Source: an optimization exercise on an open RTL-to-GDS flow (aim: small area). Production flows keep margins and buffers that such runs may drop. Only simulation tests tie the RTL to the original design; equivalence was not proved. No activity file was given, so power comes from the tool's default toggle rates.

==> design.v <==
module shiftReg # ( 
  parameter DATA_WIDTH = 16,
  parameter MAX_FANOUT = 256
) (
  clk,
  rst,
  ena,
  in_data,
  out_data
);
  input   wire                       clk;
  input   wire                       rst;
  input   wire                       ena;
  input   wire   [DATA_WIDTH-1:0]    in_data;
  output         [DATA_WIDTH-1:0]    out_data;
  reg [DATA_WIDTH-1:0] out_data;
  always @(posedge clk) begin
    if(rst) begin
      out_data <= 0;
    end else if(ena) begin
      out_data <= in_data;
    end 
  end
endmodule
module nBit_mLength_shiftRegister #(
  parameter DATA_WIDTH = 16,
  parameter DELAY_LENGTH = 1,
  parameter MAX_FANOUT = 256
) (
  clk,
  rst,
  ena,
  data_in,
  data_out
);
  input   wire                        clk;
  input   wire                        rst;
  input   wire                        ena;
  input   wire    [DATA_WIDTH-1:0]    data_in;
  output  wire    [DATA_WIDTH-1:0]    data_out;
  wire [DATA_WIDTH-1:0] shift_mem [0:DELAY_LENGTH+1];
  generate
    if(DELAY_LENGTH <= 0) begin
      assign data_out = data_in;
    end else begin
      assign data_out     = shift_mem[DELAY_LENGTH];
      assign shift_mem[0] = data_in;
    end
  endgenerate
  genvar i;
  generate
    for (i=0; i<DELAY_LENGTH; i=i+1) begin
      shiftReg # ( DATA_WIDTH, MAX_FANOUT ) PIPELINE_REG (
        .clk        (clk),
        .rst        (rst),
        .ena        (ena),
        .in_data    (shift_mem[i]),
        .out_data   (shift_mem[i+1])
      );
    end
  endgenerate
endmodule	
module bdot256 #(
  parameter DATA_WIDTH = 1,
  parameter ACCU_WIDTH = 32,
  parameter VECTOR_LENGTH = 256,
  parameter MULT_LATENCY = 3,
  parameter INPUT_DELAY = 1,
  parameter TREE_DELAY = 1,
  parameter OUT_DELAY = 1,
  parameter ROW_NUM = 1
) (
  input  wire         clk,
  input  wire         rst,
  input  wire         ena,
  input  wire [31:0]  acc_reg,
  input  wire [255:0] a_in,
  input  wire [255:0] b_in,
  output wire [31:0]  result
);
  wire en = ena & ~rst;
  wire [255:0] x = a_in ~^ b_in;
  wire fs0 = x[0] ^ x[100] ^ x[101];
  wire fc0 = (x[0] & x[100]) | (x[0] & x[101]) | (x[100] & x[101]);
  wire fs1 = x[102] ^ x[103] ^ x[104];
  wire fc1 = (x[102] & x[103]) | (x[102] & x[104]) | (x[103] & x[104]);
  wire fs2 = x[105] ^ x[106] ^ x[107];
  wire fc2 = (x[105] & x[106]) | (x[105] & x[107]) | (x[106] & x[107]);
  wire fs3 = x[108] ^ x[109] ^ x[10];
  wire fc3 = (x[108] & x[109]) | (x[108] & x[10]) | (x[109] & x[10]);
  wire fs4 = x[110] ^ x[111] ^ x[112];
  wire fc4 = (x[110] & x[111]) | (x[110] & x[112]) | (x[111] & x[112]);
  wire fs5 = x[113] ^ x[114] ^ x[115];
  wire fc5 = (x[113] & x[114]) | (x[113] & x[115]) | (x[114] & x[115]);
  wire fs6 = x[116] ^ x[117] ^ x[118];
  wire fc6 = (x[116] & x[117]) | (x[116] & x[118]) | (x[117] & x[118]);
  wire fs7 = x[119] ^ x[11] ^ x[120];
  wire fc7 = (x[119] & x[11]) | (x[119] & x[120]) | (x[11] & x[120]);
  wire fs8 = x[121] ^ x[122] ^ x[123];
  wire fc8 = (x[121] & x[122]) | (x[121] & x[123]) | (x[122] & x[123]);
  wire fs9 = x[124] ^ x[125] ^ x[126];
  wire fc9 = (x[124] & x[125]) | (x[124] & x[126]) | (x[125] & x[126]);
  wire fs10 = x[127] ^ x[128] ^ x[129];
  wire fc10 = (x[127] & x[128]) | (x[127] & x[129]) | (x[128] & x[129]);
  wire fs11 = x[12] ^ x[130] ^ x[131];
  wire fc11 = (x[12] & x[130]) | (x[12] & x[131]) | (x[130] & x[131]);
  wire fs12 = x[132] ^ x[133] ^ x[134];
  wire fc12 = (x[132] & x[133]) | (x[132] & x[134]) | (x[133] & x[134]);
  wire fs13 = x[135] ^ x[136] ^ x[137];
  wire fc13 = (x[135] & x[136]) | (x[135] & x[137]) | (x[136] & x[137]);
  wire fs14 = x[138] ^ x[139] ^ x[13];
  wire fc14 = (x[138] & x[139]) | (x[138] & x[13]) | (x[139] & x[13]);
  wire fs15 = x[140] ^ x[141] ^ x[142];
  wire fc15 = (x[140] & x[141]) | (x[140] & x[142]) | (x[141] & x[142]);
  wire fs16 = x[143] ^ x[144] ^ x[145];
  wire fc16 = (x[143] & x[144]) | (x[143] & x[145]) | (x[144] & x[145]);
  wire fs17 = x[146] ^ x[147] ^ x[148];
  wire fc17 = (x[146] & x[147]) | (x[146] & x[148]) | (x[147] & x[148]);
  wire fs18 = x[149] ^ x[14] ^ x[150];
  wire fc18 = (x[149] & x[14]) | (x[149] & x[150]) | (x[14] & x[150]);
  wire fs19 = x[151] ^ x[152] ^ x[153];
  wire fc19 = (x[151] & x[152]) | (x[151] & x[153]) | (x[152] & x[153]);
  wire fs20 = x[154] ^ x[155] ^ x[156];
  wire fc20 = (x[154] & x[155]) | (x[154] & x[156]) | (x[155] & x[156]);
  wire fs21 = x[157] ^ x[158] ^ x[159];
  wire fc21 = (x[157] & x[158]) | (x[157] & x[159]) | (x[158] & x[159]);
  wire fs22 = x[15] ^ x[160] ^ x[161];
  wire fc22 = (x[15] & x[160]) | (x[15] & x[161]) | (x[160] & x[161]);
  wire fs23 = x[162] ^ x[163] ^ x[164];
  wire fc23 = (x[162] & x[163]) | (x[162] & x[164]) | (x[163] & x[164]);
  wire fs24 = x[165] ^ x[166] ^ x[167];
  wire fc24 = (x[165] & x[166]) | (x[165] & x[167]) | (x[166] & x[167]);
  wire fs25 = x[168] ^ x[169] ^ x[16];
  wire fc25 = (x[168] & x[169]) | (x[168] & x[16]) | (x[169] & x[16]);
  wire fs26 = x[170] ^ x[171] ^ x[172];
  wire fc26 = (x[170] & x[171]) | (x[170] & x[172]) | (x[171] & x[172]);
  wire fs27 = x[173] ^ x[174] ^ x[175];
  wire fc27 = (x[173] & x[174]) | (x[173] & x[175]) | (x[174] & x[175]);
  wire fs28 = x[176] ^ x[177] ^ x[178];
  wire fc28 = (x[176] & x[177]) | (x[176] & x[178]) | (x[177] & x[178]);
  wire fs29 = x[179] ^ x[17] ^ x[180];
  wire fc29 = (x[179] & x[17]) | (x[179] & x[180]) | (x[17] & x[180]);
  wire fs30 = x[181] ^ x[182] ^ x[183];
  wire fc30 = (x[181] & x[182]) | (x[181] & x[183]) | (x[182] & x[183]);
  wire fs31 = x[184] ^ x[185] ^ x[186];
  wire fc31 = (x[184] & x[185]) | (x[184] & x[186]) | (x[185] & x[186]);
  wire fs32 = x[187] ^ x[188] ^ x[189];
  wire fc32 = (x[187] & x[188]) | (x[187] & x[189]) | (x[188] & x[189]);
  wire fs33 = x[18] ^ x[190] ^ x[191];
  wire fc33 = (x[18] & x[190]) | (x[18] & x[191]) | (x[190] & x[191]);
  wire fs34 = x[192] ^ x[193] ^ x[194];
  wire fc34 = (x[192] & x[193]) | (x[192] & x[194]) | (x[193] & x[194]);
  wire fs35 = x[195] ^ x[196] ^ x[197];
  wire fc35 = (x[195] & x[196]) | (x[195] & x[197]) | (x[196] & x[197]);
  wire fs36 = x[198] ^ x[199] ^ x[19];
  wire fc36 = (x[198] & x[199]) | (x[198] & x[19]) | (x[199] & x[19]);
  wire fs37 = x[1] ^ x[200] ^ x[201];
  wire fc37 = (x[1] & x[200]) | (x[1] & x[201]) | (x[200] & x[201]);
  wire fs38 = x[202] ^ x[203] ^ x[204];
  wire fc38 = (x[202] & x[203]) | (x[202] & x[204]) | (x[203] & x[204]);
  wire fs39 = x[205] ^ x[206] ^ x[207];
  wire fc39 = (x[205] & x[206]) | (x[205] & x[207]) | (x[206] & x[207]);
  wire fs40 = x[208] ^ x[209] ^ x[20];
  wire fc40 = (x[208] & x[209]) | (x[208] & x[20]) | (x[209] & x[20]);
  wire fs41 = x[210] ^ x[211] ^ x[212];
  wire fc41 = (x[210] & x[211]) | (x[210] & x[212]) | (x[211] & x[212]);
  wire fs42 = x[213] ^ x[214] ^ x[215];
  wire fc42 = (x[213] & x[214]) | (x[213] & x[215]) | (x[214] & x[215]);
  wire fs43 = x[216] ^ x[217] ^ x[218];
  wire fc43 = (x[216] & x[217]) | (x[216] & x[218]) | (x[217] & x[218]);
  wire fs44 = x[219] ^ x[21] ^ x[220];
  wire fc44 = (x[219] & x[21]) | (x[219] & x[220]) | (x[21] & x[220]);
  wire fs45 = x[221] ^ x[222] ^ x[223];
  wire fc45 = (x[221] & x[222]) | (x[221] & x[223]) | (x[222] & x[223]);
  wire fs46 = x[224] ^ x[225] ^ x[226];
  wire fc46 = (x[224] & x[225]) | (x[224] & x[226]) | (x[225] & x[226]);
  wire fs47 = x[227] ^ x[228] ^ x[229];
  wire fc47 = (x[227] & x[228]) | (x[227] & x[229]) | (x[228] & x[229]);
  wire fs48 = x[22] ^ x[230] ^ x[231];
  wire fc48 = (x[22] & x[230]) | (x[22] & x[231]) | (x[230] & x[231]);
  wire fs49 = x[232] ^ x[233] ^ x[234];
  wire fc49 = (x[232] & x[233]) | (x[232] & x[234]) | (x[233] & x[234]);
  wire fs50 = x[235] ^ x[236] ^ x[237];
  wire fc50 = (x[235] & x[236]) | (x[235] & x[237]) | (x[236] & x[237]);
  wire fs51 = x[238] ^ x[239] ^ x[23];
  wire fc51 = (x[238] & x[239]) | (x[238] & x[23]) | (x[239] & x[23]);
  wire fs52 = x[240] ^ x[241] ^ x[242];
  wire fc52 = (x[240] & x[241]) | (x[240] & x[242]) | (x[241] & x[242]);
  wire fs53 = x[243] ^ x[244] ^ x[245];
  wire fc53 = (x[243] & x[244]) | (x[243] & x[245]) | (x[244] & x[245]);
  wire fs54 = x[246] ^ x[247] ^ x[248];
  wire fc54 = (x[246] & x[247]) | (x[246] & x[248]) | (x[247] & x[248]);
  wire fs55 = x[249] ^ x[24] ^ x[250];
  wire fc55 = (x[249] & x[24]) | (x[249] & x[250]) | (x[24] & x[250]);
  wire fs56 = x[251] ^ x[252] ^ x[253];
  wire fc56 = (x[251] & x[252]) | (x[251] & x[253]) | (x[252] & x[253]);
  wire fs57 = x[254] ^ x[255] ^ x[25];
  wire fc57 = (x[254] & x[255]) | (x[254] & x[25]) | (x[255] & x[25]);
  wire fs58 = x[26] ^ x[27] ^ x[28];
  wire fc58 = (x[26] & x[27]) | (x[26] & x[28]) | (x[27] & x[28]);
  wire fs59 = x[29] ^ x[2] ^ x[30];
  wire fc59 = (x[29] & x[2]) | (x[29] & x[30]) | (x[2] & x[30]);
  wire fs60 = x[31] ^ x[32] ^ x[33];
  wire fc60 = (x[31] & x[32]) | (x[31] & x[33]) | (x[32] & x[33]);
  wire fs61 = x[34] ^ x[35] ^ x[36];
  wire fc61 = (x[34] & x[35]) | (x[34] & x[36]) | (x[35] & x[36]);
  wire fs62 = x[37] ^ x[38] ^ x[39];
  wire fc62 = (x[37] & x[38]) | (x[37] & x[39]) | (x[38] & x[39]);
  wire fs63 = x[3] ^ x[40] ^ x[41];
  wire fc63 = (x[3] & x[40]) | (x[3] & x[41]) | (x[40] & x[41]);
  wire fs64 = x[42] ^ x[43] ^ x[44];
  wire fc64 = (x[42] & x[43]) | (x[42] & x[44]) | (x[43] & x[44]);
  wire fs65 = x[45] ^ x[46] ^ x[47];
  wire fc65 = (x[45] & x[46]) | (x[45] & x[47]) | (x[46] & x[47]);
  wire fs66 = x[48] ^ x[49] ^ x[4];
  wire fc66 = (x[48] & x[49]) | (x[48] & x[4]) | (x[49] & x[4]);
  wire fs67 = x[50] ^ x[51] ^ x[52];
  wire fc67 = (x[50] & x[51]) | (x[50] & x[52]) | (x[51] & x[52]);
  wire fs68 = x[53] ^ x[54] ^ x[55];
  wire fc68 = (x[53] & x[54]) | (x[53] & x[55]) | (x[54] & x[55]);
  wire fs69 = x[56] ^ x[57] ^ x[58];
  wire fc69 = (x[56] & x[57]) | (x[56] & x[58]) | (x[57] & x[58]);
  wire fs70 = x[59] ^ x[5] ^ x[60];
  wire fc70 = (x[59] & x[5]) | (x[59] & x[60]) | (x[5] & x[60]);
  wire fs71 = x[61] ^ x[62] ^ x[63];
  wire fc71 = (x[61] & x[62]) | (x[61] & x[63]) | (x[62] & x[63]);
  wire fs72 = x[64] ^ x[65] ^ x[66];
  wire fc72 = (x[64] & x[65]) | (x[64] & x[66]) | (x[65] & x[66]);
  wire fs73 = x[67] ^ x[68] ^ x[69];
  wire fc73 = (x[67] & x[68]) | (x[67] & x[69]) | (x[68] & x[69]);
  wire fs74 = x[6] ^ x[70] ^ x[71];
  wire fc74 = (x[6] & x[70]) | (x[6] & x[71]) | (x[70] & x[71]);
  wire fs75 = x[72] ^ x[73] ^ x[74];
  wire fc75 = (x[72] & x[73]) | (x[72] & x[74]) | (x[73] & x[74]);
  wire fs76 = x[75] ^ x[76] ^ x[77];
  wire fc76 = (x[75] & x[76]) | (x[75] & x[77]) | (x[76] & x[77]);
  wire fs77 = x[78] ^ x[79] ^ x[7];
  wire fc77 = (x[78] & x[79]) | (x[78] & x[7]) | (x[79] & x[7]);
  wire fs78 = x[80] ^ x[81] ^ x[82];
  wire fc78 = (x[80] & x[81]) | (x[80] & x[82]) | (x[81] & x[82]);
  wire fs79 = x[83] ^ x[84] ^ x[85];
  wire fc79 = (x[83] & x[84]) | (x[83] & x[85]) | (x[84] & x[85]);
  wire fs80 = x[86] ^ x[87] ^ x[88];
  wire fc80 = (x[86] & x[87]) | (x[86] & x[88]) | (x[87] & x[88]);
  wire fs81 = x[89] ^ x[8] ^ x[90];
  wire fc81 = (x[89] & x[8]) | (x[89] & x[90]) | (x[8] & x[90]);
  wire fs82 = x[91] ^ x[92] ^ x[93];
  wire fc82 = (x[91] & x[92]) | (x[91] & x[93]) | (x[92] & x[93]);
  wire fs83 = x[94] ^ x[95] ^ x[96];
  wire fc83 = (x[94] & x[95]) | (x[94] & x[96]) | (x[95] & x[96]);
  wire fs84 = x[97] ^ x[98] ^ x[99];
  wire fc84 = (x[97] & x[98]) | (x[97] & x[99]) | (x[98] & x[99]);
  wire fs85 = x[9] ^ fs0 ^ fs1;
  wire fc85 = (x[9] & fs0) | (x[9] & fs1) | (fs0 & fs1);
  wire fs86 = fs10 ^ fs11 ^ fs12;
  wire fc86 = (fs10 & fs11) | (fs10 & fs12) | (fs11 & fs12);
  wire fs87 = fs13 ^ fs14 ^ fs15;
  wire fc87 = (fs13 & fs14) | (fs13 & fs15) | (fs14 & fs15);
  wire fs88 = fs16 ^ fs17 ^ fs18;
  wire fc88 = (fs16 & fs17) | (fs16 & fs18) | (fs17 & fs18);
  wire fs89 = fs19 ^ fs2 ^ fs20;
  wire fc89 = (fs19 & fs2) | (fs19 & fs20) | (fs2 & fs20);
  wire fs90 = fs21 ^ fs22 ^ fs23;
  wire fc90 = (fs21 & fs22) | (fs21 & fs23) | (fs22 & fs23);
  wire fs91 = fs24 ^ fs25 ^ fs26;
  wire fc91 = (fs24 & fs25) | (fs24 & fs26) | (fs25 & fs26);
  wire fs92 = fs27 ^ fs28 ^ fs29;
  wire fc92 = (fs27 & fs28) | (fs27 & fs29) | (fs28 & fs29);
  wire fs93 = fs3 ^ fs30 ^ fs31;
  wire fc93 = (fs3 & fs30) | (fs3 & fs31) | (fs30 & fs31);
  wire fs94 = fs32 ^ fs33 ^ fs34;
  wire fc94 = (fs32 & fs33) | (fs32 & fs34) | (fs33 & fs34);
  wire fs95 = fs35 ^ fs36 ^ fs37;
  wire fc95 = (fs35 & fs36) | (fs35 & fs37) | (fs36 & fs37);
  wire fs96 = fs38 ^ fs39 ^ fs4;
  wire fc96 = (fs38 & fs39) | (fs38 & fs4) | (fs39 & fs4);
  wire fs97 = fs40 ^ fs41 ^ fs42;
  wire fc97 = (fs40 & fs41) | (fs40 & fs42) | (fs41 & fs42);
  wire fs98 = fs43 ^ fs44 ^ fs45;
  wire fc98 = (fs43 & fs44) | (fs43 & fs45) | (fs44 & fs45);
  wire fs99 = fs46 ^ fs47 ^ fs48;
  wire fc99 = (fs46 & fs47) | (fs46 & fs48) | (fs47 & fs48);
  wire fs100 = fs49 ^ fs5 ^ fs50;
  wire fc100 = (fs49 & fs5) | (fs49 & fs50) | (fs5 & fs50);
  wire fs101 = fs51 ^ fs52 ^ fs53;
  wire fc101 = (fs51 & fs52) | (fs51 & fs53) | (fs52 & fs53);
  wire fs102 = fs54 ^ fs55 ^ fs56;
  wire fc102 = (fs54 & fs55) | (fs54 & fs56) | (fs55 & fs56);
  wire fs103 = fs57 ^ fs58 ^ fs59;
  wire fc103 = (fs57 & fs58) | (fs57 & fs59) | (fs58 & fs59);
  wire fs104 = fs6 ^ fs60 ^ fs61;
  wire fc104 = (fs6 & fs60) | (fs6 & fs61) | (fs60 & fs61);
  wire fs105 = fs62 ^ fs63 ^ fs64;
  wire fc105 = (fs62 & fs63) | (fs62 & fs64) | (fs63 & fs64);
  wire fs106 = fs65 ^ fs66 ^ fs67;
  wire fc106 = (fs65 & fs66) | (fs65 & fs67) | (fs66 & fs67);
  wire fs107 = fs68 ^ fs69 ^ fs7;
  wire fc107 = (fs68 & fs69) | (fs68 & fs7) | (fs69 & fs7);
  wire fs108 = fs70 ^ fs71 ^ fs72;
  wire fc108 = (fs70 & fs71) | (fs70 & fs72) | (fs71 & fs72);
  wire fs109 = fs73 ^ fs74 ^ fs75;
  wire fc109 = (fs73 & fs74) | (fs73 & fs75) | (fs74 & fs75);
  wire fs110 = fs76 ^ fs77 ^ fs78;
  wire fc110 = (fs76 & fs77) | (fs76 & fs78) | (fs77 & fs78);
  wire fs111 = fs79 ^ fs8 ^ fs80;
  wire fc111 = (fs79 & fs8) | (fs79 & fs80) | (fs8 & fs80);
  wire fs112 = fs81 ^ fs82 ^ fs83;
  wire fc112 = (fs81 & fs82) | (fs81 & fs83) | (fs82 & fs83);
  wire fs113 = fs84 ^ fs9 ^ fs100;
  wire fc113 = (fs84 & fs9) | (fs84 & fs100) | (fs9 & fs100);
  wire fs114 = fs101 ^ fs102 ^ fs103;
  wire fc114 = (fs101 & fs102) | (fs101 & fs103) | (fs102 & fs103);
  wire fs115 = fs104 ^ fs105 ^ fs106;
  wire fc115 = (fs104 & fs105) | (fs104 & fs106) | (fs105 & fs106);
  wire fs116 = fs107 ^ fs108 ^ fs109;
  wire fc116 = (fs107 & fs108) | (fs107 & fs109) | (fs108 & fs109);
  wire fs117 = fs110 ^ fs111 ^ fs112;
  wire fc117 = (fs110 & fs111) | (fs110 & fs112) | (fs111 & fs112);
  wire fs118 = fs85 ^ fs86 ^ fs87;
  wire fc118 = (fs85 & fs86) | (fs85 & fs87) | (fs86 & fs87);
  wire fs119 = fs88 ^ fs89 ^ fs90;
  wire fc119 = (fs88 & fs89) | (fs88 & fs90) | (fs89 & fs90);
  wire fs120 = fs91 ^ fs92 ^ fs93;
  wire fc120 = (fs91 & fs92) | (fs91 & fs93) | (fs92 & fs93);
  wire fs121 = fs94 ^ fs95 ^ fs96;
  wire fc121 = (fs94 & fs95) | (fs94 & fs96) | (fs95 & fs96);
  wire fs122 = fs97 ^ fs98 ^ fs99;
  wire fc122 = (fs97 & fs98) | (fs97 & fs99) | (fs98 & fs99);
  wire fs123 = fs113 ^ fs114 ^ fs115;
  wire fc123 = (fs113 & fs114) | (fs113 & fs115) | (fs114 & fs115);
  wire fs124 = fs116 ^ fs117 ^ fs118;
  wire fc124 = (fs116 & fs117) | (fs116 & fs118) | (fs117 & fs118);
  wire fs125 = fs119 ^ fs120 ^ fs121;
  wire fc125 = (fs119 & fs120) | (fs119 & fs121) | (fs120 & fs121);
  wire fs126 = fs122 ^ fs123 ^ fs124;
  wire fc126 = (fs122 & fs123) | (fs122 & fs124) | (fs123 & fs124);
  wire fs127 = fc0 ^ fc1 ^ fc10;
  wire fc127 = (fc0 & fc1) | (fc0 & fc10) | (fc1 & fc10);
  wire fs128 = fc11 ^ fc12 ^ fc13;
  wire fc128 = (fc11 & fc12) | (fc11 & fc13) | (fc12 & fc13);
  wire fs129 = fc14 ^ fc15 ^ fc16;
  wire fc129 = (fc14 & fc15) | (fc14 & fc16) | (fc15 & fc16);
  wire fs130 = fc17 ^ fc18 ^ fc19;
  wire fc130 = (fc17 & fc18) | (fc17 & fc19) | (fc18 & fc19);
  wire fs131 = fc2 ^ fc20 ^ fc21;
  wire fc131 = (fc2 & fc20) | (fc2 & fc21) | (fc20 & fc21);
  wire fs132 = fc22 ^ fc23 ^ fc24;
  wire fc132 = (fc22 & fc23) | (fc22 & fc24) | (fc23 & fc24);
  wire fs133 = fc25 ^ fc26 ^ fc27;
  wire fc133 = (fc25 & fc26) | (fc25 & fc27) | (fc26 & fc27);
  wire fs134 = fc28 ^ fc29 ^ fc3;
  wire fc134 = (fc28 & fc29) | (fc28 & fc3) | (fc29 & fc3);
  wire fs135 = fc30 ^ fc31 ^ fc32;
  wire fc135 = (fc30 & fc31) | (fc30 & fc32) | (fc31 & fc32);
  wire fs136 = fc33 ^ fc34 ^ fc35;
  wire fc136 = (fc33 & fc34) | (fc33 & fc35) | (fc34 & fc35);
  wire fs137 = fc36 ^ fc37 ^ fc38;
  wire fc137 = (fc36 & fc37) | (fc36 & fc38) | (fc37 & fc38);
  wire fs138 = fc39 ^ fc4 ^ fc40;
  wire fc138 = (fc39 & fc4) | (fc39 & fc40) | (fc4 & fc40);
  wire fs139 = fc41 ^ fc42 ^ fc43;
  wire fc139 = (fc41 & fc42) | (fc41 & fc43) | (fc42 & fc43);
  wire fs140 = fc44 ^ fc45 ^ fc46;
  wire fc140 = (fc44 & fc45) | (fc44 & fc46) | (fc45 & fc46);
  wire fs141 = fc47 ^ fc48 ^ fc49;
  wire fc141 = (fc47 & fc48) | (fc47 & fc49) | (fc48 & fc49);
  wire fs142 = fc5 ^ fc50 ^ fc51;
  wire fc142 = (fc5 & fc50) | (fc5 & fc51) | (fc50 & fc51);
  wire fs143 = fc52 ^ fc53 ^ fc54;
  wire fc143 = (fc52 & fc53) | (fc52 & fc54) | (fc53 & fc54);
  wire fs144 = fc55 ^ fc56 ^ fc57;
  wire fc144 = (fc55 & fc56) | (fc55 & fc57) | (fc56 & fc57);
  wire fs145 = fc58 ^ fc59 ^ fc6;
  wire fc145 = (fc58 & fc59) | (fc58 & fc6) | (fc59 & fc6);
  wire fs146 = fc60 ^ fc61 ^ fc62;
  wire fc146 = (fc60 & fc61) | (fc60 & fc62) | (fc61 & fc62);
  wire fs147 = fc63 ^ fc64 ^ fc65;
  wire fc147 = (fc63 & fc64) | (fc63 & fc65) | (fc64 & fc65);
  wire fs148 = fc66 ^ fc67 ^ fc68;
  wire fc148 = (fc66 & fc67) | (fc66 & fc68) | (fc67 & fc68);
  wire fs149 = fc69 ^ fc7 ^ fc70;
  wire fc149 = (fc69 & fc7) | (fc69 & fc70) | (fc7 & fc70);
  wire fs150 = fc71 ^ fc72 ^ fc73;
  wire fc150 = (fc71 & fc72) | (fc71 & fc73) | (fc72 & fc73);
  wire fs151 = fc74 ^ fc75 ^ fc76;
  wire fc151 = (fc74 & fc75) | (fc74 & fc76) | (fc75 & fc76);
  wire fs152 = fc77 ^ fc78 ^ fc79;
  wire fc152 = (fc77 & fc78) | (fc77 & fc79) | (fc78 & fc79);
  wire fs153 = fc8 ^ fc80 ^ fc81;
  wire fc153 = (fc8 & fc80) | (fc8 & fc81) | (fc80 & fc81);
  wire fs154 = fc82 ^ fc83 ^ fc84;
  wire fc154 = (fc82 & fc83) | (fc82 & fc84) | (fc83 & fc84);
  wire fs155 = fc9 ^ fc100 ^ fc101;
  wire fc155 = (fc9 & fc100) | (fc9 & fc101) | (fc100 & fc101);
  wire fs156 = fc102 ^ fc103 ^ fc104;
  wire fc156 = (fc102 & fc103) | (fc102 & fc104) | (fc103 & fc104);
  wire fs157 = fc105 ^ fc106 ^ fc107;
  wire fc157 = (fc105 & fc106) | (fc105 & fc107) | (fc106 & fc107);
  wire fs158 = fc108 ^ fc109 ^ fc110;
  wire fc158 = (fc108 & fc109) | (fc108 & fc110) | (fc109 & fc110);
  wire fs159 = fc111 ^ fc112 ^ fc85;
  wire fc159 = (fc111 & fc112) | (fc111 & fc85) | (fc112 & fc85);
  wire fs160 = fc86 ^ fc87 ^ fc88;
  wire fc160 = (fc86 & fc87) | (fc86 & fc88) | (fc87 & fc88);
  wire fs161 = fc89 ^ fc90 ^ fc91;
  wire fc161 = (fc89 & fc90) | (fc89 & fc91) | (fc90 & fc91);
  wire fs162 = fc92 ^ fc93 ^ fc94;
  wire fc162 = (fc92 & fc93) | (fc92 & fc94) | (fc93 & fc94);
  wire fs163 = fc95 ^ fc96 ^ fc97;
  wire fc163 = (fc95 & fc96) | (fc95 & fc97) | (fc96 & fc97);
  wire fs164 = fc98 ^ fc99 ^ fs127;
  wire fc164 = (fc98 & fc99) | (fc98 & fs127) | (fc99 & fs127);
  wire fs165 = fs128 ^ fs129 ^ fs130;
  wire fc165 = (fs128 & fs129) | (fs128 & fs130) | (fs129 & fs130);
  wire fs166 = fs131 ^ fs132 ^ fs133;
  wire fc166 = (fs131 & fs132) | (fs131 & fs133) | (fs132 & fs133);
  wire fs167 = fs134 ^ fs135 ^ fs136;
  wire fc167 = (fs134 & fs135) | (fs134 & fs136) | (fs135 & fs136);
  wire fs168 = fs137 ^ fs138 ^ fs139;
  wire fc168 = (fs137 & fs138) | (fs137 & fs139) | (fs138 & fs139);
  wire fs169 = fs140 ^ fs141 ^ fs142;
  wire fc169 = (fs140 & fs141) | (fs140 & fs142) | (fs141 & fs142);
  wire fs170 = fs143 ^ fs144 ^ fs145;
  wire fc170 = (fs143 & fs144) | (fs143 & fs145) | (fs144 & fs145);
  wire fs171 = fs146 ^ fs147 ^ fs148;
  wire fc171 = (fs146 & fs147) | (fs146 & fs148) | (fs147 & fs148);
  wire fs172 = fs149 ^ fs150 ^ fs151;
  wire fc172 = (fs149 & fs150) | (fs149 & fs151) | (fs150 & fs151);
  wire fs173 = fs152 ^ fs153 ^ fs154;
  wire fc173 = (fs152 & fs153) | (fs152 & fs154) | (fs153 & fs154);
  wire fs174 = fc113 ^ fc114 ^ fc115;
  wire fc174 = (fc113 & fc114) | (fc113 & fc115) | (fc114 & fc115);
  wire fs175 = fc116 ^ fc117 ^ fc118;
  wire fc175 = (fc116 & fc117) | (fc116 & fc118) | (fc117 & fc118);
  wire fs176 = fc119 ^ fc120 ^ fc121;
  wire fc176 = (fc119 & fc120) | (fc119 & fc121) | (fc120 & fc121);
  wire fs177 = fc122 ^ fs155 ^ fs156;
  wire fc177 = (fc122 & fs155) | (fc122 & fs156) | (fs155 & fs156);
  wire fs178 = fs157 ^ fs158 ^ fs159;
  wire fc178 = (fs157 & fs158) | (fs157 & fs159) | (fs158 & fs159);
  wire fs179 = fs160 ^ fs161 ^ fs162;
  wire fc179 = (fs160 & fs161) | (fs160 & fs162) | (fs161 & fs162);
  wire fs180 = fs163 ^ fs164 ^ fs165;
  wire fc180 = (fs163 & fs164) | (fs163 & fs165) | (fs164 & fs165);
  wire fs181 = fs166 ^ fs167 ^ fs168;
  wire fc181 = (fs166 & fs167) | (fs166 & fs168) | (fs167 & fs168);
  wire fs182 = fs169 ^ fs170 ^ fs171;
  wire fc182 = (fs169 & fs170) | (fs169 & fs171) | (fs170 & fs171);
  wire fs183 = fs172 ^ fs173 ^ fc123;
  wire fc183 = (fs172 & fs173) | (fs172 & fc123) | (fs173 & fc123);
  wire fs184 = fc124 ^ fc125 ^ fs174;
  wire fc184 = (fc124 & fc125) | (fc124 & fs174) | (fc125 & fs174);
  wire fs185 = fs175 ^ fs176 ^ fs177;
  wire fc185 = (fs175 & fs176) | (fs175 & fs177) | (fs176 & fs177);
  wire fs186 = fs178 ^ fs179 ^ fs180;
  wire fc186 = (fs178 & fs179) | (fs178 & fs180) | (fs179 & fs180);
  wire fs187 = fs181 ^ fs182 ^ fc126;
  wire fc187 = (fs181 & fs182) | (fs181 & fc126) | (fs182 & fc126);
  wire fs188 = fs183 ^ fs184 ^ fs185;
  wire fc188 = (fs183 & fs184) | (fs183 & fs185) | (fs184 & fs185);
  wire fs189 = fs186 ^ fs187 ^ fs188;
  wire fc189 = (fs186 & fs187) | (fs186 & fs188) | (fs187 & fs188);
  wire fs190 = fc127 ^ fc128 ^ fc129;
  wire fc190 = (fc127 & fc128) | (fc127 & fc129) | (fc128 & fc129);
  wire fs191 = fc130 ^ fc131 ^ fc132;
  wire fc191 = (fc130 & fc131) | (fc130 & fc132) | (fc131 & fc132);
  wire fs192 = fc133 ^ fc134 ^ fc135;
  wire fc192 = (fc133 & fc134) | (fc133 & fc135) | (fc134 & fc135);
  wire fs193 = fc136 ^ fc137 ^ fc138;
  wire fc193 = (fc136 & fc137) | (fc136 & fc138) | (fc137 & fc138);
  wire fs194 = fc139 ^ fc140 ^ fc141;
  wire fc194 = (fc139 & fc140) | (fc139 & fc141) | (fc140 & fc141);
  wire fs195 = fc142 ^ fc143 ^ fc144;
  wire fc195 = (fc142 & fc143) | (fc142 & fc144) | (fc143 & fc144);
  wire fs196 = fc145 ^ fc146 ^ fc147;
  wire fc196 = (fc145 & fc146) | (fc145 & fc147) | (fc146 & fc147);
  wire fs197 = fc148 ^ fc149 ^ fc150;
  wire fc197 = (fc148 & fc149) | (fc148 & fc150) | (fc149 & fc150);
  wire fs198 = fc151 ^ fc152 ^ fc153;
  wire fc198 = (fc151 & fc152) | (fc151 & fc153) | (fc152 & fc153);
  wire fs199 = fc154 ^ fc155 ^ fc156;
  wire fc199 = (fc154 & fc155) | (fc154 & fc156) | (fc155 & fc156);
  wire fs200 = fc157 ^ fc158 ^ fc159;
  wire fc200 = (fc157 & fc158) | (fc157 & fc159) | (fc158 & fc159);
  wire fs201 = fc160 ^ fc161 ^ fc162;
  wire fc201 = (fc160 & fc161) | (fc160 & fc162) | (fc161 & fc162);
  wire fs202 = fc163 ^ fc164 ^ fc165;
  wire fc202 = (fc163 & fc164) | (fc163 & fc165) | (fc164 & fc165);
  wire fs203 = fc166 ^ fc167 ^ fc168;
  wire fc203 = (fc166 & fc167) | (fc166 & fc168) | (fc167 & fc168);
  wire fs204 = fc169 ^ fc170 ^ fc171;
  wire fc204 = (fc169 & fc170) | (fc169 & fc171) | (fc170 & fc171);
  wire fs205 = fc172 ^ fc173 ^ fs190;
  wire fc205 = (fc172 & fc173) | (fc172 & fs190) | (fc173 & fs190);
  wire fs206 = fs191 ^ fs192 ^ fs193;
  wire fc206 = (fs191 & fs192) | (fs191 & fs193) | (fs192 & fs193);
  wire fs207 = fs194 ^ fs195 ^ fs196;
  wire fc207 = (fs194 & fs195) | (fs194 & fs196) | (fs195 & fs196);
  wire fs208 = fs197 ^ fs198 ^ fc174;
  wire fc208 = (fs197 & fs198) | (fs197 & fc174) | (fs198 & fc174);
  wire fs209 = fc175 ^ fc176 ^ fc177;
  wire fc209 = (fc175 & fc176) | (fc175 & fc177) | (fc176 & fc177);
  wire fs210 = fc178 ^ fc179 ^ fc180;
  wire fc210 = (fc178 & fc179) | (fc178 & fc180) | (fc179 & fc180);
  wire fs211 = fc181 ^ fc182 ^ fs199;
  wire fc211 = (fc181 & fc182) | (fc181 & fs199) | (fc182 & fs199);
  wire fs212 = fs200 ^ fs201 ^ fs202;
  wire fc212 = (fs200 & fs201) | (fs200 & fs202) | (fs201 & fs202);
  wire fs213 = fs203 ^ fs204 ^ fs205;
  wire fc213 = (fs203 & fs204) | (fs203 & fs205) | (fs204 & fs205);
  wire fs214 = fs206 ^ fs207 ^ fc183;
  wire fc214 = (fs206 & fs207) | (fs206 & fc183) | (fs207 & fc183);
  wire fs215 = fc184 ^ fc185 ^ fc186;
  wire fc215 = (fc184 & fc185) | (fc184 & fc186) | (fc185 & fc186);
  wire fs216 = fs208 ^ fs209 ^ fs210;
  wire fc216 = (fs208 & fs209) | (fs208 & fs210) | (fs209 & fs210);
  wire fs217 = fs211 ^ fs212 ^ fs213;
  wire fc217 = (fs211 & fs212) | (fs211 & fs213) | (fs212 & fs213);
  wire fs218 = fs214 ^ fs215 ^ fs216;
  wire fc218 = (fs214 & fs215) | (fs214 & fs216) | (fs215 & fs216);
  wire fs219 = fs217 ^ fc187 ^ fc188;
  wire fc219 = (fs217 & fc187) | (fs217 & fc188) | (fc187 & fc188);
  wire fs220 = fc190 ^ fc191 ^ fc192;
  wire fc220 = (fc190 & fc191) | (fc190 & fc192) | (fc191 & fc192);
  wire fs221 = fc193 ^ fc194 ^ fc195;
  wire fc221 = (fc193 & fc194) | (fc193 & fc195) | (fc194 & fc195);
  wire fs222 = fc196 ^ fc197 ^ fc198;
  wire fc222 = (fc196 & fc197) | (fc196 & fc198) | (fc197 & fc198);
  wire fs223 = fc199 ^ fc200 ^ fc201;
  wire fc223 = (fc199 & fc200) | (fc199 & fc201) | (fc200 & fc201);
  wire fs224 = fc202 ^ fc203 ^ fc204;
  wire fc224 = (fc202 & fc203) | (fc202 & fc204) | (fc203 & fc204);
  wire fs225 = fc205 ^ fc206 ^ fc207;
  wire fc225 = (fc205 & fc206) | (fc205 & fc207) | (fc206 & fc207);
  wire fs226 = fs220 ^ fs221 ^ fs222;
  wire fc226 = (fs220 & fs221) | (fs220 & fs222) | (fs221 & fs222);
  wire fs227 = fc208 ^ fc209 ^ fc210;
  wire fc227 = (fc208 & fc209) | (fc208 & fc210) | (fc209 & fc210);
  wire fs228 = fc211 ^ fc212 ^ fc213;
  wire fc228 = (fc211 & fc212) | (fc211 & fc213) | (fc212 & fc213);
  wire fs229 = fs223 ^ fs224 ^ fs225;
  wire fc229 = (fs223 & fs224) | (fs223 & fs225) | (fs224 & fs225);
  wire fs230 = fs226 ^ fc214 ^ fc215;
  wire fc230 = (fs226 & fc214) | (fs226 & fc215) | (fc214 & fc215);
  wire fs231 = fc216 ^ fc217 ^ fs227;
  wire fc231 = (fc216 & fc217) | (fc216 & fs227) | (fc217 & fs227);
  wire fs232 = fc220 ^ fc221 ^ fc222;
  wire fc232 = (fc220 & fc221) | (fc220 & fc222) | (fc221 & fc222);
  wire fs233 = fc223 ^ fc224 ^ fc225;
  wire fc233 = (fc223 & fc224) | (fc223 & fc225) | (fc224 & fc225);
  wire fs234 = fc226 ^ fs232 ^ fc227;
  wire fc234 = (fc226 & fs232) | (fc226 & fc227) | (fs232 & fc227);
  wire fs235 = fc228 ^ fc229 ^ fs233;
  wire fc235 = (fc228 & fc229) | (fc228 & fs233) | (fc229 & fs233);
  reg [19:0] pa;
  always @(posedge clk) if (en) pa <= {fc235, fc234, fc233, fc232, fs235, fs234, fc231, fc230, fs231, fs230, fc219, fc218, fs229, fs228, fs219, fc189, fs218, fs189, fs126, fs125};
  wire fs236 = pa[10] ^ pa[11];
  wire fc236 = pa[10] & pa[11];
  wire fs237 = pa[6] ^ pa[7] ^ pa[8];
  wire fc237 = (pa[6] & pa[7]) | (pa[6] & pa[8]) | (pa[7] & pa[8]);
  wire fs238 = pa[12] ^ pa[13] ^ pa[14];
  wire fc238 = (pa[12] & pa[13]) | (pa[12] & pa[14]) | (pa[13] & pa[14]);
  wire fs239 = pa[15] ^ fc236;
  wire fc239 = pa[15] & fc236;
  wire fs240 = pa[16] ^ pa[17] ^ pa[18];
  wire fc240 = (pa[16] & pa[17]) | (pa[16] & pa[18]) | (pa[17] & pa[18]);
  wire fs241 = pa[19] ^ acc_reg[6];
  wire fc241 = pa[19] & acc_reg[6];
  wire fs242 = pa[3] ^ pa[4];
  wire fc242 = pa[3] & pa[4];
  wire fs243 = pa[9] ^ fs236 ^ fs237;
  wire fc243 = (pa[9] & fs236) | (pa[9] & fs237) | (fs236 & fs237);
  wire fs244 = fc237 ^ fs238 ^ fs239;
  wire fc244 = (fc237 & fs238) | (fc237 & fs239) | (fs238 & fs239);
  wire fs245 = fc238 ^ fc239 ^ fs240;
  wire fc245 = (fc238 & fc239) | (fc238 & fs240) | (fc239 & fs240);
  wire fs246 = fc240 ^ acc_reg[7];
  wire fc246 = fc240 & acc_reg[7];
  wire fs247 = pa[0] ^ pa[1];
  wire fc247 = pa[0] & pa[1];
  wire fs248 = pa[2] ^ acc_reg[2];
  wire fc248 = pa[2] & acc_reg[2];
  wire fs249 = pa[5] ^ fs242 ^ acc_reg[3];
  wire fc249 = (pa[5] & fs242) | (pa[5] & acc_reg[3]) | (fs242 & acc_reg[3]);
  wire fs250 = fc242 ^ acc_reg[4] ^ fs243;
  wire fc250 = (fc242 & acc_reg[4]) | (fc242 & fs243) | (acc_reg[4] & fs243);
  wire fs251 = acc_reg[5] ^ fc243 ^ fs244;
  wire fc251 = (acc_reg[5] & fc243) | (acc_reg[5] & fs244) | (fc243 & fs244);
  wire fs252 = fc244 ^ fs245 ^ fs241;
  wire fc252 = (fc244 & fs245) | (fc244 & fs241) | (fs245 & fs241);
  wire fs253 = fc245 ^ fc241 ^ fs246;
  wire fc253 = (fc245 & fc241) | (fc245 & fs246) | (fc241 & fs246);
  wire fs254 = ~(acc_reg[8] ^ fc246);
  wire fc254 = acc_reg[8] | fc246;
  wire fs255 = acc_reg[9] ^ 1'b1;
  wire fc255 = acc_reg[9] & 1'b1;
  wire fs256 = acc_reg[10] ^ 1'b1;
  wire fc256 = acc_reg[10] & 1'b1;
  wire [11:0] sx = {1'b0, fc256, fc255, fs255, fc253, fc252, fc251, fc250, fc249, fc248, fc247, fs247};
  wire [11:0] sy = {1'b0, 1'b0, fs256, fc254, fs254, fs253, fs252, fs251, fs250, fs249, fs248, acc_reg[1]};
  wire [11:0] s = sx + sy;               
  wire [20:0] hi = acc_reg[31:11];
  wire inc = s[11];
  wire dec = ~s[11] & ~s[10];
  wire [20:0] hi_ones, hi_zeros;
  genvar j;
  generate for (j = 0; j <= 20; j = j + 1) begin : g_hi
    if (j == 0) begin : g0
      assign hi_ones[j] = 1'b1;
      assign hi_zeros[j] = 1'b1;
    end else begin : gj
      assign hi_ones[j] = &hi[j-1:0];
      assign hi_zeros[j] = ~|hi[j-1:0];
    end
  end endgenerate
  wire [20:0] hi_new = hi ^ (({21{inc}} & hi_ones) | ({21{dec}} & hi_zeros));
  wire [31:0] r1 = {hi_new, s[9:0], acc_reg[0]};
  reg [31:0] d1, d2, d3, d4, d5, d6, d7, d8;
  always @(posedge clk) if (en) begin
    d1 <= r1; d2 <= d1; d3 <= d2; d4 <= d3;
    d5 <= d4; d6 <= d5; d7 <= d6; d8 <= d7;
  end
  assign result = d8;
endmodule
==> flow/run.sh <==
#!/bin/bash
# Standard ORFS layout (the standard.sh) with two changes:
#  - Yosys's generic `synth` pass runs with -noabc, so its internal ABC pre-mapping does not
#    scramble the polarity of the full-adder logic before extract_fa (fewer inverters);
#  - the port buffers that buffer_ports inserts on every input and output are buf_1.
set -euo pipefail
bash standard.sh "SYNTH_ARGS=-noabc" "BUFFER_PORTS_ARGS=-buffer_cell sky130_fd_sc_hd__buf_1" finish > standard.log 2>&1
==> standard.sh <==
#!/bin/bash
# synth_recipe.tcl (not shown) runs the flow's synth.tcl, then flattens the netlist and writes it again
# the make line also repeats each setting of config.mk as NAME=value (left out here)
make -C /OpenROAD-flow-scripts/flow DESIGN_CONFIG=/design/flow/config.mk WORK_HOME=/design/flow/orfs CLKGATE_MAP_FILE= SYNTH_SCRIPT=/design/flow/synth_recipe.tcl "${@:-finish}"
==> config.mk <==
export PLATFORM = sky130hd
export DESIGN_NAME = bdot256
export DESIGN_NICKNAME = bdot256
export VERILOG_FILES = /design/flow/design.v
export SDC_FILE = /design/flow/constraint.sdc
export NUM_CORES = 4
export LEC_CHECK = 0
export CAP_MARGIN = 20
export CORE_MARGIN = 2
export CORE_UTILIZATION = 45
export CTS_BUF_LIST = sky130_fd_sc_hd__clkbuf_4
export PLACE_DENSITY = 0.6
export SLEW_MARGIN = 20
==> constraint.sdc <==
create_clock -name core_clock -period 5.0 [get_ports {clk}]
set_input_delay 1.0000 -clock core_clock [delete_from_list [all_inputs] [get_ports {clk}]]
set_output_delay 1.0000 -clock core_clock [all_outputs]
set_load 0.01 [all_outputs]
==> summary.txt, run 1 <==
number of global-route vias before repair 11060; beginning of the worst hold path d1[20]$_DFFE_PP_; actual transition at the worst max-transition pin 0.5973 ns; Clock Tree Buf Depth 3; drt pass-1 iters 4; Post-Route M1 WL 19.85 mm; gp weighted congestion 0.9402; final worst path period need 4.775 ns; die area 38710 um2; leakage power 6.740 nW; Chip Height 196.7 um; DR vias/cell 4.778; number of antenna violations at the first check in global routing 16; worst slew margin relative to its limit 59.89%; Period Utilization, post-route 95.50%; pin count of the biggest net entering global routing 73; Finished Layout Cells 2129; TritonCTS sink count 276; Final Util 56.02%; Req. time, crit path 5.39 ns; clock buffers created by TritonCTS 69; I/O pin cnt 579; layout cell share with drive strength beyond 1 8.167%; post_cts resized 0; cts hold-fix bufs 0; H-tree lvl count 3; power spent charging and discharging nets 6.811 mW; category of the worst setup path launch point input pin; total wirelength of the detailed-routed design 48.72 mm; wire length of the first global-routing pass 68.94 mm; RSZ-0062 raised after global routing no; Int Pwr 9.807 mW; starting density of the core 45.66%; initial detailed-routing violation count 549; Port Buffer Count 578; total number of vias 10170; total nets after synthesis 1764; Data arrival, critical path 5.16 ns; max-cap violations 0; CTS Root Buffer Type sky130_fd_sc_hd__clkbuf_4; area grow syn2layout 22.68%; total setup buffers inserted after CTS 0; most common cell after layout, fill and taps aside sky130_fd_sc_hd__buf_1; outcome complete, no violations; worst-case reg-to-reg path depth 11; P per Cell Area 810.3 nW/um2; relative contribution of sequential cells to total power 23.7%; die span in x 196.7 um; Wirelength per Cell 22.89 um; switching part of the total power 40.99%; Hold Violations, Final 0; netlist area before placement 16720 um2; most frequent cells in the layout sky130_fd_sc_hd__buf_1 (578), sky130_fd_sc_hd__edfxtp_1 (276), sky130_fd_sc_hd__xnor2_1 (274), sky130_fd_sc_hd__fa_1 (248), sky130_fd_sc_hd__clkbuf_4 (91); total number of yosys warnings 1; Cells after Synth 950; path type of the worst min-delay path flip-flop to flip-flop; total number of placement rows 70; final setup violation count 0; TritonCTS clock tree built; amount of wire on met3 after detailed routing 3.291 mm; Antenna Nets Post-Route 0; Max Freq 209.4 MHz; type of element capturing the critical path flip-flop; wire length on met2 24.79 mm; worst vdd ir 1264 uV; highest routed metal layer met5; startpoint of the worst setup timing path a_in[122]; Final nets 2431; cell total after placement 2013; combinational cell fraction of total power 65.9%; core footprint 36610 um2; Mean Syn Cell Area 17.60 um2; global-route total usage across every layer 25.66%; area after detailed placement 19670 um2; sum of overflow across all layers after global routing 0; synth unique cells 45; insertion delay to the later sink of the worst-skew pair 0.65 ns; Final Max Slew Viols 0; post-route cell area 20510 um2; Cells on Worst Hold Path 0; drc violations 0; startpoint-to-endpoint class of the critical path input pin to flip-flop; sum of net half-perimeters after detailed placement 43.34 mm; Clk pin slew, worst setup/hold paths 0.06 ns; clock skew after layout 0.04861 ns; part of the total power dissipated in the clock network 10.4%; sequential fraction of the synthesis area 49.58%; largest fanout of any net on the critical path 1; origin of the critical flop-to-flop path pa[12]$_DFFE_PP_; #FFs+latches synth 276
[cell type report]
| type | instances | area (um2) |
|---|---|---|
| fillers | 3102 | 16100 |
| clock inverters | 16 | 117.6 |
| multi-input cells | 660 | 8372 |
| inverters | 8 | 30.03 |
| repair buffers | 602 | 2412 |
| diodes | 8 | 20.02 |
| well taps | 468 | 585.6 |
| clock buffers | 91 | 683.2 |
| flip-flops and latches | 276 | 8288 |
[registers in the layout, summed over array words and instances, names as in the netlist]
register	flops
d7	32
d5	32
d3	32
d6	32
d2	32
d4	32
d8	32
d1	32
pa	20
[worst paths after layout]
check / slack (ns) / to
min reg2reg: 0.37 / d2[20]$_DFFE_PP_
max reg2reg: 0.66 / d1[25]$_DFFE_PP_
max: 0.22 / pa[2]$_DFFE_PP_
min: 0.37 / d2[20]$_DFFE_PP_
[per-stage QoR]
step                TNS (ns)  setup WS, ns  hold WS (ns)  total power, mW
floorplan            -154.85       -0.5610        0.4003            11.60
global placement      -3.452       -0.3477        0.4004            14.75
detailed placement    -3.477       -0.3783        0.4045            15.13
CTS                        0        0.3234        0.3563            16.92
global route               0        0.2589        0.3656            18.50
finish                     0        0.2248        0.3725            16.62
[layer usage]
layer / global-route usage, % / up-vias
li1: - / 4651
met3: 6.160 / 46
met5: 0 / -
met2: 43.11 / 365
met1: 34.19 / 5105
met4: 5.653 / 6
[power by group through the flow]
stage | clock network (mW) | logic, mW | registers (mW)
floorplan | 0 | 7.61 | 4.00
global placement | 0 | 10.8 | 3.99
detailed placement | 0 | 11.1 | 3.99
CTS | 1.81 | 11.2 | 3.94
global route | 1.94 | 12.6 | 3.94
finish | 1.73 | 10.9 | 3.94
[cells by family after synthesis]
group / count (synthesis) / share of synthesized area, %
XOR/XNOR: 285 / 14.98
adder cells (fa/ha/maj): 267 / 31.12
buffers and inverters: 14 / 0.3892
AO/OA/AOI/OAI: 41 / 1.661
flip-flops: 276 / 49.58
AND/OR/NAND/NOR: 66 / 2.215
multiplexers: 1 / 0.05988
[worst max-delay path, cell delays in order]
cell and delay (ns):
sky130_fd_sc_hd__buf_1 0.08, sky130_fd_sc_hd__xnor2_1 0.50, sky130_fd_sc_hd__fa_1 0.56, sky130_fd_sc_hd__fa_1 0.60
sky130_fd_sc_hd__fa_1 0.47, sky130_fd_sc_hd__fa_1 0.46, sky130_fd_sc_hd__fa_1 0.53, sky130_fd_sc_hd__fa_1 0.55
sky130_fd_sc_hd__fa_1 0.41
[cell usage after synthesis (all sizes together)]
master / instances / area [um2]
a32oi: 1 / 8.760
xnor2: 275 / 2416
a31oi: 2 / 12.51
o21bai: 2 / 15.01
a211oi: 4 / 35.03
nor3: 9 / 45.04
nor4: 2 / 12.51
o21a: 3 / 22.52
nand4: 5 / 31.28
nor2b: 1 / 6.260
edfxtp: 276 / 8288
fa: 248 / 4965
xor2: 10 / 87.58
or4: 2 / 22.52
nor3b: 2 / 15.01
nand3: 9 / 45.04
a21boi: 1 / 7.510
ha: 19 / 237.7
buf: 5 / 31.28
o21ai: 9 / 45.04
a22oi: 3 / 22.52
and3: 5 / 41.29
inv: 8 / 30.03
or2: 2 / 12.51
a221oi: 1 / 15.01
mux2i: 1 / 10.01
nand3b: 1 / 7.510
nand2: 9 / 36.29
nand2b: 1 / 6.260
o22a: 1 / 8.760
a21o: 3 / 22.52
a21oi: 9 / 45.04
or3: 1 / 6.260
and2: 1 / 6.260
o2bb2ai: 1 / 8.760
a22o: 1 / 8.760
clkbuf: 1 / 3.750
nor2: 16 / 76.32
==> run 2: changes to the inputs <==
--- a/config.mk
+++ b/config.mk
@@ -8,6 +8,5 @@
 export CAP_MARGIN = 20
 export CORE_MARGIN = 2
 export CORE_UTILIZATION = 45
-export CTS_BUF_LIST = sky130_fd_sc_hd__clkbuf_4
 export PLACE_DENSITY = 0.6
 export SLEW_MARGIN = 20
==> run 2 against run 1 <==
  * Still clean on timing, DRC and antenna
  * Power rose by 1.2%
  * Cell count fell by 2.7%
  * Critical path depth did not move
==> summary.txt, run 2 <==
most frequent cells in the layout sky130_fd_sc_hd__buf_1 (578), sky130_fd_sc_hd__edfxtp_1 (276), sky130_fd_sc_hd__xnor2_1 (274), sky130_fd_sc_hd__fa_1 (248), sky130_fd_sc_hd__clkbuf_16 (26) (was sky130_fd_sc_hd__buf_1 (578), sky130_fd_sc_hd__edfxtp_1 (276), sky130_fd_sc_hd__xnor2_1 (274), sky130_fd_sc_hd__fa_1 (248), sky130_fd_sc_hd__clkbuf_4 (91)); CTS Root Buffer Type sky130_fd_sc_hd__clkbuf_16 (was sky130_fd_sc_hd__clkbuf_4); area grow syn2layout 22.97% (was 22.68%); FFs w/ async S/R, synth 0% (unchanged); most common cell after layout, fill and taps aside sky130_fd_sc_hd__buf_1 (unchanged); type of element capturing the critical path flip-flop (unchanged); clock skew after layout 0.02371 ns (was 0.04861 ns); Mean Syn Cell Area 17.60 um2 (unchanged); Chip Height 196.7 um (unchanged); ranking of synthesized cells by instance count sky130_fd_sc_hd__edfxtp_1 (276), sky130_fd_sc_hd__xnor2_1 (274), sky130_fd_sc_hd__fa_1 (248) (unchanged); gp weighted congestion 0.9402 (unchanged); Final Max Slew Viols 0 (unchanged); leakage power 6.668 nW (was 6.740 nW); outcome complete, no violations (unchanged); TritonCTS clock tree built (unchanged); fraction of post-synthesis cell area in the top cell type by area 49.58% (unchanged); pin count of the biggest net entering global routing 73 (unchanged); max-cap violations 0 (unchanged); sum of net half-perimeters after detailed placement 43.34 mm (unchanged); layout cell share with drive strength beyond 1 4.708% (was 8.167%); RSZ-0062 raised after global routing no (unchanged); count of flip-flops with a built-in enable after synthesis 276 (unchanged); category of the worst setup path launch point input pin (unchanged); H-tree lvl count 1 (was 3); insertion delay to the later sink of the worst-skew pair 0.54 ns (was 0.65 ns); Final nets 2388 (was 2431); Req. time, crit path 5.28 ns (was 5.39 ns); worst vdd ir 1282 uV (was 1264 uV); final worst path period need 4.870 ns (was 4.775 ns); total number of placement rows 70 (unchanged); wire length of the first global-routing pass 68.21 mm (was 68.94 mm); total number of vias 9977 (was 10170); leading cell types by total area after synthesis sky130_fd_sc_hd__edfxtp_1 (50%), sky130_fd_sc_hd__fa_1 (30%), sky130_fd_sc_hd__xnor2_1 (14%), sky130_fd_sc_hd__ha_1 (1.4%), sky130_fd_sc_hd__xor2_1 (0.52%) (unchanged); final setup violation count 0 (unchanged); post_cts resized 0 (unchanged); Clk pin slew, worst setup/hold paths 0.06 ns (about the same); Antenna Nets Post-Route 0 (unchanged); top_reg_cell synth sky130_fd_sc_hd__edfxtp_1 (unchanged); cell taking the most area after synthesis sky130_fd_sc_hd__edfxtp_1 (unchanged); sequential fraction of the synthesis area 49.58% (unchanged); startpoint-to-endpoint class of the critical path input pin to flip-flop (unchanged); total number of yosys warnings 1 (unchanged); Period Utilization, post-route 97.39% (was 95.50%); final total negative setup slack 0 ns (unchanged); Cells after Synth 950 (unchanged); cts hold-fix bufs 0 (unchanged); PnR worst setup slack 0.1304 ns (was 0.2248 ns); core footprint 36610 um2 (unchanged); Hold Violations, Final 0 (unchanged); netlist area before placement 16720 um2 (unchanged); Wirelength per Cell 23.28 um (was 22.89 um); Tot Pwr 16.82 mW (was 16.62 mW); drc violations 0 (unchanged); count leader, synth sky130_fd_sc_hd__edfxtp_1 (unchanged); starting density of the core 45.66% (unchanged); number of antenna violations at the first check in global routing 17 (was 16); DR vias/cell 4.817 (was 4.778); P per Cell Area 818.2 nW/um2 (was 810.3 nW/um2); TritonCTS sink count 276 (unchanged); Final Util 56.15% (was 56.02%); number of global-route vias before repair 10730 (was 11060); cell total after placement 2013 (unchanged); count of filler cells inserted in the layout 3080 (was 3102); sum of overflow across all layers after global routing 0 (unchanged); total wirelength of the detailed-routed design 48.21 mm (was 48.72 mm); Data arrival, critical path 5.15 ns (was 5.16 ns); Finished Layout Cells 2071 (was 2129); worst slew margin relative to its limit 60.54% (was 59.89%); actual transition at the worst max-transition pin 0.5877 ns (was 0.5973 ns); drt pass-1 iters 5 (was 4); initial detailed-routing violation count 603 (was 549); die area 38710 um2 (unchanged); path type of the worst min-delay path flip-flop to flip-flop (unchanged); worst setup timing slack at the placement stage -0.3783 ns (unchanged); total nets after synthesis 1764 (unchanged); Port Buffer Count 578 (unchanged); #FFs+latches synth 276 (unchanged); die span in x 196.7 um (unchanged); clock buffers created by TritonCTS 26 (was 69); synth unique cells 45 (unchanged); Max Freq 205.4 MHz (was 209.4 MHz); global-route total usage across every layer 25.24% (was 25.66%); total setup buffers inserted after CTS 0 (unchanged); largest fanout of any net on the critical path 1 (unchanged); I/O pin cnt 579 (unchanged); Clock Tree Buf Depth 3 (unchanged)
run 2: cell types whose count changed in the layout (fill, tap and decap cells not counted), moves of 2 or more:
cell                         previous run  this run
sky130_fd_sc_hd__clkbuf_4              91         0
sky130_fd_sc_hd__clkbuf_16              0        26
sky130_fd_sc_hd__clkbuf_1               0         6
sky130_fd_sc_hd__clkinv_1               8         2
sky130_fd_sc_hd__clkinv_2               1         4
sky130_fd_sc_hd__clkinvlp_4             2         5
sky130_fd_sc_hd__bufinv_16              1         3
sky130_fd_sc_hd__diode_2                8        10
sky130_fd_sc_hd__inv_6                  2         0
run 2: critical path: stages:
cell,delay [ns]
sky130_fd_sc_hd__buf_1,0.08
sky130_fd_sc_hd__xnor2_1,0.49
sky130_fd_sc_hd__fa_1,0.55
sky130_fd_sc_hd__fa_1,0.60
sky130_fd_sc_hd__fa_1,0.47
sky130_fd_sc_hd__fa_1,0.46
sky130_fd_sc_hd__fa_1,0.53
sky130_fd_sc_hd__fa_1,0.55
sky130_fd_sc_hd__fa_1,0.41
run 2: power by group:
group	leakage [nW]	switching [mW]	internal, mW
registers	2.59	0.0768	3.87
logic	3.68	5.91	5.05
clock network	0.396	0.802	1.12
total	6.67	6.79	10.0
run 2: kinds of logic after synthesis:
logic type                 Yosys count  share of synthesized area [%]
xor gates and xnor gates           285                          14.98
buffers and inverters               14                         0.3892
adders and majority gates          267                          31.12
DFF                                276                          49.58
and+or+nand+nor                     66                          2.215
muxes                                1                        0.05988
AOI/OAI and AO/OA                   41                          1.661
run 2: per-layer routing:
layer	track usage, %	vias to the layer above	wire (um)
li1	-	4534	-
met1	34.55	5032	18990
met2	42.51	353	24510
met3	4.723	52	3783
met4	5.402	6	885
met5	0	-	40
run 2: worst paths after layout:
kind	start	end	slack, ns	cells past startpoint
hold / removal	d5[29]$_DFFE_PP_	d6[29]$_DFFE_PP_	0.41	0
setup / recovery	a_in[122]	pa[2]$_DFFE_PP_	0.13	9
setup reg to reg	pa[12]$_DFFE_PP_	d1[21]$_DFFE_PP_	0.68	11
hold reg to reg	d5[29]$_DFFE_PP_	d6[29]$_DFFE_PP_	0.41	0
run 2: through the flow:
stage / hold WS, ns / cell area (um2)
final: 0.4075 / 20560
after CTS: 0.3985 / 20510
after detailed placement: 0.4045 / 19670
after global routing: 0.4086 / 20540
after global placement: 0.4004 / 19670
after floorplan: 0.4003 / 16720
run 2: area by class of cell:
cell class	count	area [um2]	share of cell area [%]
multi-input cells	660	8372	40.72
well taps	468	585.6	2.848
diodes	10	25.02	0.1217
clock buffers	32	673.1	3.275
flip-flops and latches	276	8288	40.32
repair buffers	602	2412	11.73
inverters	8	30.03	0.1461
clock inverters	15	171.4	0.8338
==> run 3: changes to the inputs <==
==> flow/run.sh (replaced) <==
#!/bin/bash
# Standard ORFS layout (the standard.sh) with these changes:
#  - Yosys's generic synth pass runs with -noabc, so its internal ABC pre-mapping does not
#    scramble the polarity of the full-adder logic before extract_fa (fewer inverters);
#  - the port buffers that buffer_ports inserts on every input and output are buf_1;
#  - clock tree: clkbuf_8 buffers, sink clusters of up to 16 flip-flops, no dummy loads.
set -euo pipefail
bash standard.sh "SYNTH_ARGS=-noabc" \
  "BUFFER_PORTS_ARGS=-buffer_cell sky130_fd_sc_hd__buf_1" \
  "CTS_ARGS=-sink_clustering_enable -repair_clock_nets -dont_use_dummy_load -buf_list sky130_fd_sc_hd__clkbuf_8 -sink_clustering_size 16 -sink_clustering_max_diameter 100" \
  finish > standard.log 2>&1
==> run 3 against run 2 <==
  * Count of clock-buffer cells in the layout shrank 11
  * Global-route usage fell by 0.15 points
  * Flip-flop and latch count did not move
  * Critical path depth did not move
==> summary.txt, run 3 <==
count of flip-flops with a built-in enable after synthesis 276 (unchanged); worst-path cell chain buf_1 -> xnor2_1 -> fa_1 -> fa_1 -> fa_1 -> fa_1 -> fa_1 -> fa_1 -> fa_1 (unchanged); worst vdd ir 1257 uV (was 1282 uV); Mean Syn Cell Area 17.60 um2 (unchanged); most used cell along the critical path sky130_fd_sc_hd__fa_1 (unchanged); total nets after synthesis 1764 (unchanged); final setup violation count 0 (unchanged); FFs w/ async S/R, synth 0% (unchanged); Clock Tree Buf Depth 3 (unchanged); startpoint-to-endpoint class of the critical path input pin to flip-flop (unchanged); max-cap violations 0 (unchanged); synth unique cells 45 (unchanged); number of global-route vias before repair 10660 (was 10730); drc violations 0 (unchanged); sequential fraction of the synthesis area 49.58% (unchanged); TritonCTS sink count 276 (unchanged); worst-case reg-to-reg path depth 11 (unchanged); Data arrival, critical path 5.15 ns (about the same); final worst path period need 4.870 ns (about the same); Chip Height 196.7 um (unchanged); sum of overflow across all layers after global routing 0 (unchanged); largest fanout of any net on the critical path 1 (unchanged); count leader, synth sky130_fd_sc_hd__edfxtp_1 (unchanged); insertion delay to the later sink of the worst-skew pair 0.53 ns (was 0.54 ns); most common cell after layout, fill and taps aside sky130_fd_sc_hd__buf_1 (unchanged); cts hold-fix bufs 0 (unchanged); Finished Layout Cells 2044 (was 2071); number of antenna violations at the first check in global routing 16 (was 17); core footprint 36610 um2 (unchanged); path type of the worst min-delay path flip-flop to flip-flop (unchanged); area after detailed placement 19670 um2 (unchanged); count of filler cells inserted in the layout 3126 (was 3080); starting density of the core 45.66% (unchanged); post-route cell area 20000 um2 (was 20560 um2); Slowest Stage Delay on Critical Path 0.60 ns (about the same); worst slew margin relative to its limit 60.40% (was 60.54%); total setup buffers inserted after CTS 0 (unchanged); Final Max Slew Viols 0 (unchanged); RSZ-0062 raised after global routing no (unchanged); final total negative setup slack 0 ns (unchanged); post_cts resized 0 (unchanged); family with the most delay on the worst path adder cells (unchanged); initial detailed-routing violation count 629 (was 603); leakage power 6.422 nW (was 6.668 nW); clock skew after layout 0.05076 ns (was 0.02371 ns); Final nets 2383 (was 2388); DR vias/cell 4.831 (was 4.817); Hold Violations, Final 0 (unchanged); P per Cell Area 793.5 nW/um2 (was 818.2 nW/um2); total number of placement rows 70 (unchanged); Req. time, crit path 5.28 ns (about the same); CTS Root Buffer Type sky130_fd_sc_hd__clkbuf_8 (was sky130_fd_sc_hd__clkbuf_16); cell taking the most area after synthesis sky130_fd_sc_hd__edfxtp_1 (unchanged); Wirelength per Cell 23.49 um (was 23.28 um); Critical-path top delay cell sky130_fd_sc_hd__fa_1 (unchanged); ranking of synthesized cells by instance count sky130_fd_sc_hd__edfxtp_1 (276), sky130_fd_sc_hd__xnor2_1 (274), sky130_fd_sc_hd__fa_1 (248) (unchanged); TritonCTS clock tree built (unchanged); Period Utilization, post-route 97.39% (about the same); die area 38710 um2 (unchanged); Max Freq 205.4 MHz (about the same); number of gates on the worst path with buffers counted 9 (unchanged); category of the worst setup path launch point input pin (unchanged); total number of vias 9875 (was 9977); total number of yosys warnings 1 (unchanged); most frequent cells in the layout sky130_fd_sc_hd__buf_1 (578), sky130_fd_sc_hd__edfxtp_1 (276), sky130_fd_sc_hd__xnor2_1 (274), sky130_fd_sc_hd__fa_1 (248), sky130_fd_sc_hd__clkbuf_8 (21) (was sky130_fd_sc_hd__buf_1 (578), sky130_fd_sc_hd__edfxtp_1 (276), sky130_fd_sc_hd__xnor2_1 (274), sky130_fd_sc_hd__fa_1 (248), sky130_fd_sc_hd__clkbuf_16 (26)); clock buffers created by TritonCTS 21 (was 26); cell total after placement 2013 (unchanged); fraction of post-synthesis cell area in the top cell type by area 49.58% (unchanged); #FFs+latches synth 276 (unchanged); number of buffers and inverters on the critical path 1 (unchanged); type of element capturing the critical path flip-flop (unchanged); pin count of the biggest net entering global routing 73 (unchanged); drt pass-1 iters 5 (unchanged); total wirelength of the detailed-routed design 48.01 mm (was 48.21 mm); Cells after Synth 950 (unchanged); H-tree lvl count 1 (unchanged); layout cell share with drive strength beyond 1 3.638% (was 4.708%); area grow syn2layout 19.63% (was 22.97%); sum of net half-perimeters after detailed placement 43.34 mm (unchanged); netlist area before placement 16720 um2 (unchanged); Cells on Worst Hold Path 0 (unchanged); Antenna Nets Post-Route 0 (unchanged); wire length of the first global-routing pass 67.76 mm (was 68.21 mm); top_reg_cell synth sky130_fd_sc_hd__edfxtp_1 (unchanged); I/O pin cnt 579 (unchanged); gp weighted congestion 0.9402 (unchanged); die span in x 196.7 um (unchanged); leading cell types by total area after synthesis sky130_fd_sc_hd__edfxtp_1 (50%), sky130_fd_sc_hd__fa_1 (30%), sky130_fd_sc_hd__xnor2_1 (14%), sky130_fd_sc_hd__ha_1 (1.4%), sky130_fd_sc_hd__xor2_1 (0.52%) (unchanged); Clk pin slew, worst setup/hold paths 0.10 ns (was 0.06 ns); actual transition at the worst max-transition pin 0.5898 ns (was 0.5877 ns); global-route total usage across every layer 25.09% (was 25.24%); Port Buffer Count 578 (unchanged); outcome complete, no violations (unchanged)
## run 3: cell counts after synthesis
No cell type changed its count.
## run 3: through the flow
step	hold slack, ns	total power [mW]	util [%]	setup slack [ns]
after floorplan	0.4003	11.60	-	-0.5610
after global placement	0.4004	14.75	53.72	-0.3477
after detailed placement	0.4045	15.13	53.72	-0.3783
after CTS	0.3995	16.16	54.51	0.1983
after global routing	0.4057	17.69	54.58	0.1245
final	0.3890	15.87	54.63	0.1304
## run 3: worst paths after layout
| check | endpoint | slack (ns) | from |
|---|---|---|---|
| worst min-delay path | d6[29]$_DFFE_PP_ | 0.39 | d5[29]$_DFFE_PP_ |
| worst max-delay path | pa[2]$_DFFE_PP_ | 0.13 | a_in[122] |
| worst max register to register | d1[25]$_DFFE_PP_ | 0.65 | pa[12]$_DFFE_PP_ |
| worst min register to register | d6[29]$_DFFE_PP_ | 0.39 | d5[29]$_DFFE_PP_ |
## run 3: cell families (layout without fill, tap and decap cells)
| logic type | after synthesis | in the layout | synth area share [%] |
|---|---|---|---|
| xor gates and xnor gates | 285 | 285 | 14.98 |
| DFF | 276 | 276 | 49.58 |
| adders and majority gates | 267 | 267 | 31.12 |
| and+or+nand+nor | 66 | 66 | 2.215 |
| AOI/OAI and AO/OA | 41 | 41 | 1.661 |
| buffers and inverters | 14 | 631 | 0.3892 |
| muxes | 1 | 1 | 0.05988 |
| other | 0 | 9 | 0 |
## run 3: cell type report
class | instances | area, um2 | share of cell area [%]
multi-input cells | 660 | 8372 | 41.86
diodes | 9 | 22.52 | 0.1126
repair buffers | 602 | 2412 | 12.06
inverters | 8 | 30.03 | 0.1502
flip-flops and latches | 276 | 8288 | 41.44
clock buffers | 21 | 289.0 | 1.445
well taps | 468 | 585.6 | 2.928
## run 3: metal layers
layer	GRT usage (%)	wire length, um
met1	34.42	19420
met2	42.73	24540
met3	4.603	3259
met4	4.344	748
met5	0	41
## run 3: worst register-to-register path, stage by stage, from the launching register on
cell,delay [ns]
sky130_fd_sc_hd__edfxtp_1,0.41
sky130_fd_sc_hd__fa_1,0.52
sky130_fd_sc_hd__fa_1,0.55
sky130_fd_sc_hd__fa_1,0.43
sky130_fd_sc_hd__ha_1,0.37
sky130_fd_sc_hd__a21oi_1,0.17
sky130_fd_sc_hd__o21ai_0,0.17
sky130_fd_sc_hd__a211oi_2,0.49
sky130_fd_sc_hd__buf_4,0.24
sky130_fd_sc_hd__and2_1,0.38
sky130_fd_sc_hd__a22oi_1,0.19
sky130_fd_sc_hd__xnor2_1,0.15
## run 3: report_power, final
group	total (mW)	switching [mW]	leakage [nW]	internal [mW]
Clock	0.997	0.619	0.151	0.378
Sequential	3.94	0.0768	2.59	3.86
Combinational	10.9	5.90	3.68	5.04

Check on run 3: ideal ports give 0.130 ns setup slack; a clkbuf_16 on the clock port and buf_2 on the inputs give 0.143 ns; moving port delays by the midpoint clock arrival (0.547 ns) as well gives -0.405 ns.
